Source: an optimization exercise on an open RTL-to-GDS flow (aim: small area). Production flows keep margins and buffers that such runs may drop. In this exercise RTL edits were held to simulation tests only and were not proved equivalent to the original.

--- flow/run.sh ---
#!/bin/bash
# synth_recipe.tcl (not shown) runs the flow's synth.tcl, then flattens the netlist and writes it again
# the make line also repeats each setting of config.mk as NAME=value (left out here)
make -C /OpenROAD-flow-scripts/flow DESIGN_CONFIG=/design/flow/config.mk WORK_HOME=/design/flow/orfs CLKGATE_MAP_FILE= SYNTH_SCRIPT=/design/flow/synth_recipe.tcl finish
--- flow/config.mk ---
export PLATFORM = sky130hd
export DESIGN_NAME = top_czcjj
export DESIGN_NICKNAME = top_czcjj
export VERILOG_FILES = /design/flow/design.v
export SDC_FILE = /design/flow/constraint.sdc
export NUM_CORES = 4
export LEC_CHECK = 0
export CAP_MARGIN = 20
export CORE_MARGIN = 2
export CORE_UTILIZATION = 40
export PLACE_DENSITY = 0.6
export SLEW_MARGIN = 20
--- flow/constraint.sdc ---
create_clock -name core_clock -period 14.0 [get_ports {sys_clk}]
set_input_delay 2.8000 -clock core_clock [delete_from_list [all_inputs] [get_ports {sys_clk}]]
set_output_delay 2.8000 -clock core_clock [all_outputs]
set_load 0.01 [all_outputs]
--- flow/design.v ---
module key
(
	input                   clk,        
	input                reset_n,
	input   	[2:0]           key,
	output   				change_dis,
	output					add_km,
	output					stop,
	output    sys_reset_n
);
reg[2:0] D_ff_1;           
reg[2:0] D_ff_2;     
reg[2:0] D_ff_3;   
reg D_ff_1_reset_n;
reg D_ff_2_reset_n;
reg D_ff_3_reset_n;
always@(posedge clk )
begin
	D_ff_1 <= ~key;  
   D_ff_1_reset_n<=~reset_n;	
end
always@(posedge clk )
begin
	D_ff_2 <= D_ff_1;     
	D_ff_2_reset_n<=D_ff_1_reset_n;
end
always@(posedge clk)
begin
	D_ff_3_reset_n<=D_ff_2_reset_n;
	D_ff_3 <= D_ff_2;      
end
assign change_dis = D_ff_1[2]&D_ff_2[2]&D_ff_3[2];
assign add_km	=	D_ff_1[1]&D_ff_2[1]&D_ff_3[1];
assign stop = D_ff_1[0]&D_ff_2[0]&D_ff_3[0];
assign sys_reset_n=~(D_ff_1_reset_n&D_ff_2_reset_n&D_ff_3_reset_n);
endmodule
module count_1s
(
	input clk,
	input sys_reset_n,
	input EN,
	output reg [7:0] data_s,
	output reg [7:0] data_m,
	output [3:0] point
);
parameter time_60=8'd60;
parameter MAX_NUM=5'd24;
reg [4:0] cnt;   
reg   clk_1s;   
wire  tick_s;   
assign point=4'b0100;
assign tick_s = EN && !(cnt<MAX_NUM) && clk_1s;
always @(posedge clk)
	begin
		if(!sys_reset_n)
			begin
				cnt<=1'b0;
				clk_1s<=1'b0;
		end
		else if(!EN)
			begin
				cnt<=cnt;
				clk_1s<=clk_1s;
			end
		else if(cnt<MAX_NUM)
			begin
				cnt<=cnt+1'b1;
			end
		else
			begin
				cnt<=0;
				clk_1s<=~clk_1s;
			end
	end
always @(posedge clk)	
	begin
		if(!sys_reset_n)
			begin
				data_s<=0;
			end
		else if(!tick_s)
			begin
				data_s<=data_s;
			end
		else if(data_s < time_60-1)
			begin
				data_s<=data_s+1'b1;		
			end
		else
			begin
				data_s<=0;
			end			
	end
always @(posedge clk)	
	begin
		if(!sys_reset_n)
			begin
				data_m<=0;
			end
		else if(!(tick_s && !(data_s < time_60-1)))
			begin
				data_m<=data_m;
			end
		else  
			begin
				if(data_m<time_60-1)
					begin
						data_m<=data_m+1'b1;
					end
				else
					begin
						data_m<=0;
					end
			end
	end
endmodule
module count_km(
	input clk,
	input key_dri,
	input sys_reset_n,
	input EN,
	output reg [15:0] data_km,
	output [3:0] point
);
parameter max_km=16'd9999; 
assign point=4'b0010;
reg key_dri_q;    
always @(posedge clk)
	key_dri_q<=key_dri;
always @(posedge clk)
	begin
		if(!sys_reset_n)
			begin
				data_km<=16'b0;
			end
		else if(!EN)
			data_km<=data_km;
		else if(key_dri_q && !key_dri)
			begin
				if(data_km<max_km)
					begin
						data_km<=data_km+1'b1;
					end
				else
					begin
						data_km<=16'd0;
					end
			end
	end
endmodule
module count_money(
	input [7:0] data_m,
	input [15:0] data_km,
	input sys_reset_n,
	input clk,
	output reg [15:0] data_price,
	output [3:0] point
);
assign point=4'b0010;
reg [15:0] price_km;
reg [15:0] price_time;
always @(posedge clk)
	begin
		if(!sys_reset_n)
			begin
				price_km<=16'd30;
			end
		else if(data_km < 16'd10)
			price_km<=16'd30;
		else if(data_km < 16'd15)
			price_km<=16'd40;
		else if(data_km < 16'd20)
			price_km<=16'd50;
		else if(data_km < 16'd25)
			price_km<=16'd60;
		else if(data_km < 16'd30)
			price_km<=16'd70;
		else
			begin
			price_km<=16'd80+((data_km-16'd30)/5)*4'd7;
			end			
	end
always @(posedge clk)
	begin
		if(!sys_reset_n)
			begin
				price_time<=16'd0;
			end
		else
			begin
				price_time<=(data_m/3)*4'd7;
			end
	end
always @(posedge clk)
	begin
		data_price<=price_km+price_time;
	end
endmodule
module stop_car(
	input  clk,
	input  stop_key,
	input  sys_reset_n,
	output reg  en_time,
	output reg 	en_km
);
reg stop_key_q;    
always @(posedge clk)
	stop_key_q<=stop_key;
always @(posedge clk)
	begin
		if(!sys_reset_n)
			begin
				en_time<=1'b0;
				en_km<=1'b1;
			end
		else if(stop_key && !stop_key_q)
			begin
				en_time<=~en_time;
				en_km<=~en_km;
			end
	end
endmodule
module mux(
	input             clk,
	input             key_dri,
	input 				sys_reset_n,
	input [15:0] 		data_1_kilometer,
	input [3:0]			data_1_point,
	input [15:0] 		data_2_time,
	input [3:0] 		data_2_point,
	input [15:0] 		data_3_price,
	input  [3:0]			data_3_point,
	output reg [15:0]	   dis_data,
	output reg [3:0]		dis_point
);
reg [1:0] cnt;
reg key_dri_q;    
always @(posedge clk)
	key_dri_q<=key_dri;
always @(posedge clk)
	begin
		if(!sys_reset_n)
			begin
				cnt<=0;
			end
		else if(!(key_dri && !key_dri_q))
			begin
				cnt<=cnt;
			end
		else if(cnt < 2'd2)
			begin
				cnt<=cnt +1'b1;
			end
		else
			begin
				cnt <= 0;
			end
	end
always @(*)
	begin
		case(cnt)
			2'd0: 
				begin
					dis_data = data_1_kilometer;
					dis_point = data_1_point;
				end
			2'd1:
				begin
					dis_data = data_2_time;
					dis_point = data_2_point;
				end
			default:
				begin
					dis_data = data_3_price;
					dis_point = data_3_point;
				end
		endcase
	end
endmodule
module seg
(
	input clk,   
	input sys_reset,
	input  [15:0] data,  
	input 	[3:0] point,   
	output reg [3:0] seg_sel,
	output reg [7:0] seg_led
);
localparam  CLK_DIVIDE = 4'd10     ;
localparam  MAX_NUM    = 3'd4      ;
reg [3:0] clk_cnt;
reg  dri_clk;
wire dri_en;        
reg [15:0] num;   
reg [2:0]       cnt0;
reg               flag;   
reg [4:0] num_disp;
reg  point_disp;
reg [1:0]    cnt_sel;   
wire [3:0] data0;
wire [3:0] data1;
wire [3:0] data2;
wire [3:0] data3;
assign  data0 = data % 4'd10;
assign  data1 = data /4'd10 % 4'd10;
assign  data2 = data /7'd100%4'd10;
assign  data3 = data /10'd1000%4'd10;
assign  dri_en = (clk_cnt == CLK_DIVIDE/2 - 1'd1) && !dri_clk;
always @(posedge clk) 
	begin
   if(!sys_reset) 
		begin
       clk_cnt <= 4'd0;
       dri_clk <= 1'b1;
		end
   else if(clk_cnt == CLK_DIVIDE/2 - 1'd1) 
		begin
       clk_cnt <= 4'd0;
       dri_clk <= ~dri_clk;
		end
   else 
		begin
       clk_cnt <= clk_cnt + 1'b1;
       dri_clk <= dri_clk;
		end
end
always @(posedge clk)
	begin
		if(!sys_reset)
		begin
			num<=16'd0;
		end
		else if(dri_en)
		begin
		num[15:12]<=data3;
		num[11:8]<=data2;
		num[7:4]<=data1;
		num[3:0]<=data0;
		end
	end
always @(posedge clk)
	begin
		if(!sys_reset)
			begin
			cnt0<=3'b0;
			flag<=1'b0;
			end
		else if(!dri_en)
			begin
			cnt0<=cnt0;
			flag<=flag;
			end
		else if (cnt0 < MAX_NUM - 1'b1) 
			begin
        cnt0 <= cnt0 + 1'b1;
        flag <= 1'b0;
			end
		else 
		begin
        cnt0 <= 3'b0;
        flag <= 1'b1;
		end
	end
always @(posedge clk)
	begin
		if(!sys_reset)
			begin
			 cnt_sel<=2'b0;
			end 
		else	if(dri_en && flag)
			begin
				if(cnt_sel==2'b11)
					begin
						cnt_sel<=2'b00;
					end
				else
					begin
						cnt_sel<=cnt_sel+1'b1;
					end
			end
		else
			begin
				cnt_sel<=cnt_sel;
			end
	end
always @(posedge clk)
	begin
		if(!sys_reset)
			begin
			 seg_sel<=4'b1111;
			 num_disp<=5'b00000;   
			 point_disp<=1'b1;
			end 
		else if(dri_en)
			begin
				case (cnt_sel)
					2'd0:
					begin
						seg_sel  <= 4'b1110;
						num_disp <= {1'b0,num[3:0]};
						point_disp <= ~point[0];
					end
					2'd1:
					begin
						seg_sel  <= 4'b1101;   
						num_disp <= {1'b0,num[7:4]};
						point_disp <= ~point[1];
					end
					2'd2:
					begin
						seg_sel  <= 4'b1011;
						num_disp <= {1'b0,num[11:8]} ;
						point_disp <= ~point[2];
					end
					2'd3:
					begin
						seg_sel  <= 4'b0111;
						num_disp <= {1'b0,num[15:12]} ;
						point_disp <= ~point[3];
					end
				endcase
		end
	end
always @(posedge clk)
	begin
		if(!sys_reset)
			begin
				seg_led <= 8'b1111_1111;
			end
		else if(dri_en)
			begin
				case (num_disp)
					5'd0 : seg_led <= {point_disp,7'b1000000};   
					5'd1 : seg_led <= {point_disp,7'b1111001};   
					5'd2 : seg_led <= {point_disp,7'b0100100};   
					5'd3 : seg_led <= {point_disp,7'b0110000};   
					5'd4 : seg_led <= {point_disp,7'b0011001};   
					5'd5 : seg_led <= {point_disp,7'b0010010};   
					5'd6 : seg_led <= {point_disp,7'b0000010};   
					5'd7 : seg_led <= {point_disp,7'b1111000};   
					5'd8 : seg_led <= {point_disp,7'b0000000};   
					5'd9 : seg_led <= {point_disp,7'b0010000};   
					default : seg_led <= seg_led;
				endcase
			end
	end
endmodule
module top_czcjj(
	input sys_clk,
	input reset_n,
	input   [2:0]    key,   
	output [3:0] seg_sel,
	output [7:0] seg_led
);
wire sys_reset_n;
wire [7:0] data_s;
wire [7:0] data_m;
wire [3:0] second_point;
wire [15:0] dis_data;
wire [3:0] dis_point;
wire change_dis;
wire add_km;
wire [15:0] data_km;
wire [3:0]	point_km;
wire [15:0]	data_price;
wire [3:0] point_price;
wire stop_key;
wire en_time;
wire en_km;
wire [15:0] data_time;
assign data_time = data_m*7'd100+data_s;
key u_key(
	.clk          			(sys_clk),
	.reset_n    		   (reset_n),
	.key 			         (key),
	.change_dis      		(change_dis),
	.add_km					(add_km),
	.stop						(stop_key),
	.sys_reset_n  			(sys_reset_n)
);
count_1s u_count_1(
	.clk						(sys_clk),
	.sys_reset_n			(sys_reset_n),
	.EN                  (en_time),
	.data_s					(data_s),
	.data_m					(data_m),
	.point               (second_point)
);
seg u_seg(
	.clk						(sys_clk),
	.sys_reset				(sys_reset_n),
	.data						(dis_data),
	.point					(dis_point),
	.seg_sel					(seg_sel),
	.seg_led					(seg_led)
);
mux u_mux(
	.clk						(sys_clk),
	.key_dri					(change_dis),
	.sys_reset_n 			(sys_reset_n),
	.data_1_kilometer		(data_km),
	.data_1_point			(point_km),
	.data_2_time			(data_time),
	.data_2_point			(second_point),
	.data_3_price			(data_price),
	.data_3_point			(point_price),
	.dis_data				(dis_data),
	.dis_point				(dis_point)
);
count_km u_count_km(
	.clk						(sys_clk),
	.key_dri					(add_km),
	.sys_reset_n			(sys_reset_n),
	.EN						(en_km),
	.data_km					(data_km),
	.point					(point_km)
);
count_money u_price(
	.data_m					(data_m),
	.data_km					(data_km),
	.sys_reset_n			(sys_reset_n),
	.clk						(sys_clk),
	.data_price				(data_price),
	.point					(point_price)
);
stop_car u_stop(
	.clk						(sys_clk),
	.stop_key				(stop_key),
	.sys_reset_n			(sys_reset_n),
	.en_time					(en_time),
	.en_km					(en_km)
);
endmodule
==> flow_summary_export.csv <==
group,metric,value,unit
finish,final_nets,2362,
clock_tree,cts.htree.levels,4,
grt,first_global_vias,15130,
routing,vias_per_cell,5.923,
place,dpl.hpwl,33910,um
setup_path,worst-setup-path-type,"register to register",
sta,setup_viol,0,
clock_tree,clock_latency,0.42,ns
sta,fmax,78.44,MHz
clock_tree,cts_buffer_depth,2,
sta,worst_pin_slew,0.9702,ns
setup_path,path_max_fanout,16,
finish,antenna_cells,0,
setup_path,end_kind,"register",
routing,firstDrtPassIters,7,
grt,overflow,0,
routing,avgRoutedWirePerCell,16.24,um
clock_tree,cts_tree,"done",
yosys,synth_edf_count,0,
setup_path,max_stage_delay,0.78,ns
sta,finalCriticalPeriod,12.75,ns
routing,wl,44540,um
setup_path,crit_buf_inv,5,
clock_tree,hold_buffers,0,
job,drv_cap,0,
place,port_buffers,16,
finish,nFillCells,4104,
place,pre_cts_slack,0.6168,ns
routing,wirelength_met1,20890,um
finish,layout-drive-gt1-share,6.425,%
setup_path,critPathArrivalTime,13.11,ns
routing,postRouteAntennaNets,0,
yosys,ys_top_cells_by_area,"dfxtp_1 (17%), ha_1 (10%), xnor2_1 (6.4%), nor2_1 (5.5%), nand2_1 (4.9%)",
routing,drc_errors,0,
yosys,synth_area,0.01654,mm^2
grt,grt_usage,20.10,%
clock_tree,numCtsBuffers,17,
setup_path,cp_data_required_time,14.36,ns
yosys,ys_seq_elements,143,
sta,fin_ws,1.251,ns
floorplan,die-area,0.04299,mm^2
outcome,status,"timing/DRC/antenna clean",
sta,slew_headroom,35.32,%
sta,hold_viol_final,0,
clock_tree,cts_root_buf,"clkbuf_16",
yosys,seq_area_frac_synth,17.31,%
yosys,async_flop_share,0,%
sta,report.final.slew_viol_count,0,
sta,rsz0062_at_grt,"no",
clock_tree,clock_sinks,143,
finish,syn_to_final_growth,7.210,%
sta,skew,0.01580,ns
finish,seqCellArea,0.002863,mm^2
yosys,synth_top_cell_by_area,"dfxtp_1",
floorplan,chipHeight,207.3,um
yosys,yosysUniqueCellTypes,114,
finish,multi_input_area,0.01271,mm^2
yosys,syn_inst,2251,
routing,drt_iter0_markers,1287,
sta,finalCritPeriodShare,91.06,%
yosys,yosys_most_used_dff,"dfxtp_1",
grt,grt_pass1_wl,74310,um
floorplan,die-width,207.3,um
sta,setup-tns-final,0,ns
setup_path,cp_top_family,"simple AND/OR/NAND/NOR gates",
routing,wl_met2,21040,um
floorplan,io_pins,17,
clock_tree,cts.reportedPaths.clkPinSlew,0.07,ns
routing,wl_met3,1864,um
yosys,synth_fp_nets,2416,
setup_path,cpMaxStageDelayCell,"a22oi_1",
grt,grt_max_degree,47,
yosys,yosys_warnings,7,
grt,antenna_found_initial,0,
routing,num_vias,16240,
routing,highest-signal-layer,"met4",
floorplan,rows,74,
place,gp_congestion,0.9220,
setup_path,start_kind,"register",
yosys,synth_area_per_cell,7.347,um^2
worst_hold_path,hp-class,"register to register",
floorplan,core_area,0.04083,mm^2
floorplan,start_util,40.50,%
yosys,netlist.area_leader.share,17.31,%
## synthesized netlist by cell type, types with 8 or more instances
cell type  number
nor2_1        241
nand2_1       218
a21oi_1       163
dfxtp_1       143
ha_1          136
inv_1         129
o21ai_0       122
xnor2_1       120
nand3_1        87
clkbuf_1       77
nor3_1         56
xor2_1         42
a31oi_1        40
mux2i_1        32
and3_1         30
a21o_1         28
o211ai_1       25
a211oi_1       24
fa_1           24
nand4_1        22
o22ai_1        22
o31ai_1        22
and2_1         20
o21a_1         20
nand2b_1       19
buf_2          18
nor2b_1        15
o21bai_1       15
a22oi_1        14
buf_1          14
mux2_2         13
nor4_1         13
o21ai_1        13
or3_1          13
a211o_1        12
o221ai_1       12
maj3_1         11
or2_2          11
o32ai_1        10
a221oi_1        9
nand3b_1        8
## cell families after synthesis
family	after synthesis	share of synthesized area, %
mux	46	2.913
xor+xnor	163	8.678
other cells	1	0.02268
flops	143	17.31
compound gates	689	28.71
buf+inv	248	5.992
simple gates	790	22.52
fa+ha+maj	171	13.86
## cells in the final DEF, fill, tap and decap left out, types with 42 or more instances in the layout
cell | Yosys | routed
a21oi_1 | 163 | 163
dfxtp_1 | 143 | 143
ha_1 | 136 | 136
inv_1 | 129 | 129
nand2_1 | 218 | 218
nand3_1 | 87 | 87
nor2_1 | 241 | 240
nor3_1 | 56 | 56
o21ai_0 | 122 | 120
xnor2_1 | 120 | 120
xor2_1 | 42 | 42
## layer usage
metal | GRT usage [%] | vias to the layer above
met5 | 0 | -
met4 | 5.542 | 0
met3 | 1.316 | 63
met2 | 34.47 | 445
met1 | 27.24 | 7655
li1 | - | 8078
## worst register-to-register path, delay by kind of cell (launching register included)
family          cells  cell delay (ns)
fa+ha+maj           5             1.76
mux                 2             0.74
flops               1             0.64
simple gates       17             4.63
xor+xnor            1             0.15
compound gates     15             3.86
buf+inv             5             0.90
## flip-flops by register name (all words and copies together) (netlist names), 4 cells and up
name and count:
u_count_1.cnt 5, u_count_1.data_m 8, u_count_1.data_s 8, u_count_km.data_km 16
u_price.data_price 16, u_price.price_km 16, u_price.price_time 10, u_seg.clk_cnt 4
u_seg.num 16, u_seg.num_disp 4, u_seg.seg_led 8, u_seg.seg_sel 4
## metrics by stage
step | area, um^2 | hold slack [ns] | instances | utilization [%]
after floorplan | 16540 | 0.3231 | 2251 | -
after global placement | 17060 | 0.3304 | 2708 | 41.79
after detailed placement | 17060 | 0.3322 | 2708 | 41.79
after CTS | 17700 | 0.3440 | 2740 | 43.35
after global routing | 17730 | 0.3453 | 2742 | 43.42
final | 17730 | 0.3429 | 2742 | 43.42
## area by class of cell
type / count / area share [%]
multi-input cells: 1860 / 71.67
flip-flops and latches: 143 / 16.15
well taps: 532 / 3.754
inverters: 133 / 2.816
clock buffers: 17 / 2.399
repair buffers: 42 / 2.004
clock inverters: 15 / 1.207
## what timing repair did
action	in CTS	in global routing
buffers inserted	0	2
endpoints found under the setup margin	0	5
gates resized for setup	0	3
## worst paths after layout
check,slack (ns),end,start,cells after the start
setup / recovery,1.25,u_seg.num[13]$_SDFFE_PP0P_,u_count_1.data_m[3]$_SDFFE_PP0P_,45
hold / removal,0.34,u_key.D_ff_3[2]$_DFF_P_,u_key.D_ff_2[2]$_DFF_P_,0
hold reg to reg,0.34,u_key.D_ff_3[2]$_DFF_P_,u_key.D_ff_2[2]$_DFF_P_,0
setup reg to reg,1.25,u_seg.num[13]$_SDFFE_PP0P_,u_count_1.data_m[3]$_SDFFE_PP0P_,45

==> port drivers added, routing unchanged <==
Ports are ideal in the flow. The routed layout listed here was re-timed in OpenROAD.
Step 1: set_driving_cell puts a clkbuf_16 on sys_clk and a buf_2 on each other input, an assumption about the parent block.
Step 2, shift: input delay + t, output delay - t, t = (earliest + latest rising clock arrival at the registers) / 2. This alone moves slack from input paths to output paths.
Three values: no drivers, after step 1, after step 2; two values: the first two.
shift t [ns]: 0.466
setup WS [ns]: 1.251 / 1.251 / 1.251
worst hold slack (ns): 0.343 / 0.343 / 0.343
After both steps setup and hold are still met in this run. The setup slack of this run moves by 0.000 ns with the drivers and by 0.000 ns with both steps.
